From an optimization exercise on the open Yosys and OpenROAD flow, aimed at small area, a short achievable clock period and few clock cycles; shortcuts taken in it are not production practice.
Power is estimated from default activity; no workload was simulated.

==> module cascaded_alu, before the edit <==
module cascaded_alu (A1, B1, op_sel, clk, rst, start_op, end_op, result);
    input  [15:0] A1;
    input  [15:0] B1;
    input  [2:0]  op_sel;
    input         clk;
    input         rst;
    input         start_op;
    output        end_op;
    output [31:0] result;
    localparam W = 4;
    localparam K = 16 / W;
    reg  [K:1]  s;       
    reg  [31:0] r;       
    wire mstart = start_op & (op_sel == 3'd0);
    always @(posedge clk)
        if (rst) s <= '0;
        else     s <= {s[K-1:1], mstart};
    reg [W-1:0] dig;
    integer i;
    always @* begin
        dig = {W{start_op}} & B1[W-1:0];
        for (i = 1; i < K; i = i + 1)
            dig = dig | ({W{s[i]}} & B1[i*W +: W]);
    end
    wire [15:0]   acc = start_op ? 16'd0 : r[31:16];
    wire [15+W:0] t   = acc + A1 * dig;
    always @(posedge clk)
        r <= {t, r[15:W]};
    wire        sub  = op_sel[1] & ~op_sel[0];
    wire [16:0] sum  = {1'b0, A1} + {1'b0, B1 ^ {16{sub}}} + op_sel[1];
    wire [15:0] ahi  = {{15{sub & ~sum[16]}}, sum[16] ^ sub};
    reg [31:0] res;
    always @* begin
        case (op_sel)
            3'd0:    res = r;
            3'd1, 3'd2, 3'd3: res = {ahi, sum[15:0]};
            3'd4:    res = {16'd0, A1 | B1};
            3'd5:    res = {16'd0, A1 & B1};
            3'd6:    res = {16'd0, A1 ^ B1};
            default: res = {~A1, ~B1};
        endcase
    end
    assign result = res;
    assign end_op = (start_op & (op_sel != 3'd0)) | s[K];
endmodule
export LEC_CHECK = 0
export CAP_MARGIN = 20
export CORE_MARGIN = 2
export CORE_UTILIZATION = 40
export SETUP_SLACK_MARGIN = 2.0
export SLEW_MARGIN = 20
create_clock -name core_clock -period 7.5 [get_ports {clk}]
run.sh (not shown) runs the stock make flow with config.mk's settings and CLKGATE_MAP_FILE= SYNTH_SCRIPT=/design/flow/synth_recipe.tcl, a recipe that flattens the netlist after the stock synthesis.
Then changed:
--- a/flow/design.v
+++ b/flow/design.v
@@ -8,8 +8,32 @@
     output        end_op;
     output [31:0] result;
     localparam W = 4;
     localparam K = 16 / W;
+    localparam N = 16 + W;
+    function automatic [32:0] padd(input [31:0] x, input [31:0] y, input ci, input integer n);
+        reg [31:0] g, p, h;
+        reg [32:0] c;
+        integer i, l, j;
+        begin
+            h = x ^ y;
+            g = x & y;
+            p = h;
+            g[0] = g[0] | (p[0] & ci);
+            for (l = 0; (1 << l) < n; l = l + 1)
+                for (i = 0; i < n; i = i + 1)
+                    if ((i >> l) & 1) begin
+                        j = ((i >> l) << l) - 1;
+                        g[i] = g[i] | (p[i] & g[j]);
+                        p[i] = p[i] & p[j];
+                    end
+            c = {g, ci};
+            padd = 33'd0;
+            for (i = 0; i < n; i = i + 1)
+                padd[i] = h[i] ^ c[i];
+            padd[n] = c[n];
+        end
+    endfunction
     reg  [K:1]  s;       
     reg  [31:0] r;       
     wire mstart = start_op & (op_sel == 3'd0);
     always @(posedge clk)
@@ -21,14 +45,26 @@
         dig = {W{start_op}} & B1[W-1:0];
         for (i = 1; i < K; i = i + 1)
             dig = dig | ({W{s[i]}} & B1[i*W +: W]);
     end
-    wire [15:0]   acc = start_op ? 16'd0 : r[31:16];
-    wire [15+W:0] t   = acc + A1 * dig;
+    reg [N-1:0] cs_s, cs_c, row;
+    reg [32:0]  tsum;
+    integer j;
+    always @* begin
+        cs_s = {{W{1'b0}}, start_op ? 16'd0 : r[31:16]};
+        cs_c = {N{1'b0}};
+        for (j = 0; j < W; j = j + 1) begin
+            row  = {{W{1'b0}}, A1 & {16{dig[j]}}} << j;
+            {cs_s, cs_c} = {cs_s ^ cs_c ^ row,
+                            ((cs_s & cs_c) | (cs_s & row) | (cs_c & row)) << 1};
+        end
+        tsum = padd(cs_s, cs_c, 1'b0, N);
+    end
     always @(posedge clk)
-        r <= {t, r[15:W]};
+        r <= {tsum[N-1:0], r[15:W]};
     wire        sub  = op_sel[1] & ~op_sel[0];
-    wire [16:0] sum  = {1'b0, A1} + {1'b0, B1 ^ {16{sub}}} + op_sel[1];
+    wire [32:0] asum = padd({16'd0, A1}, {16'd0, B1 ^ {16{sub}}}, op_sel[1], 16);
+    wire [16:0] sum  = asum[16:0];
     wire [15:0] ahi  = {{15{sub & ~sum[16]}}, sum[16] ^ sub};
     reg [31:0] res;
     always @* begin
         case (op_sel)
Outcome: Critical path depth goes down by 1; cell count is lower by 1.9%; combinational power goes down by 4.3%; power fell by 3.7%; synthesized cell count came out lower by 0.94%; clock-buffer cell count rose by 1.
No functional check of the RTL was part of any run of this note.

re-timing with driven ports:
In the flow no input, the clock included, has a driving cell. The finished layouts below were timed again as built, in two steps. Step 1: set_driving_cell puts a clkbuf_16 on clk and a buf_2 on each other input, an assumption about the parent block. Step 2 adds t to the input delays and takes it off the output delays; t is the mean of the earliest and latest rising clock arrival at the registers after step 1. Input paths then give back, and output paths get back, about the clock's delay inside the block. Three values: no drivers, after step 1, after step 2; two values: the first two.
run | shift t [ns] | slack for setup (ns) | worst hold slack (ns) | worst slew at a driven data input, ns
the first run | 0.325 | 1.389 / 1.357 / 1.357 | 0.349 / 0.349 / 0.349 | 0.04
the second run | 0.339 | 1.660 / 1.628 / 1.604 | 0.360 / 0.360 / 0.360 | 0.05
After both steps every run listed still meets setup and hold. The setup slack of the second run, which loses most, moves by -0.032 ns with the drivers and by -0.056 ns with both steps.
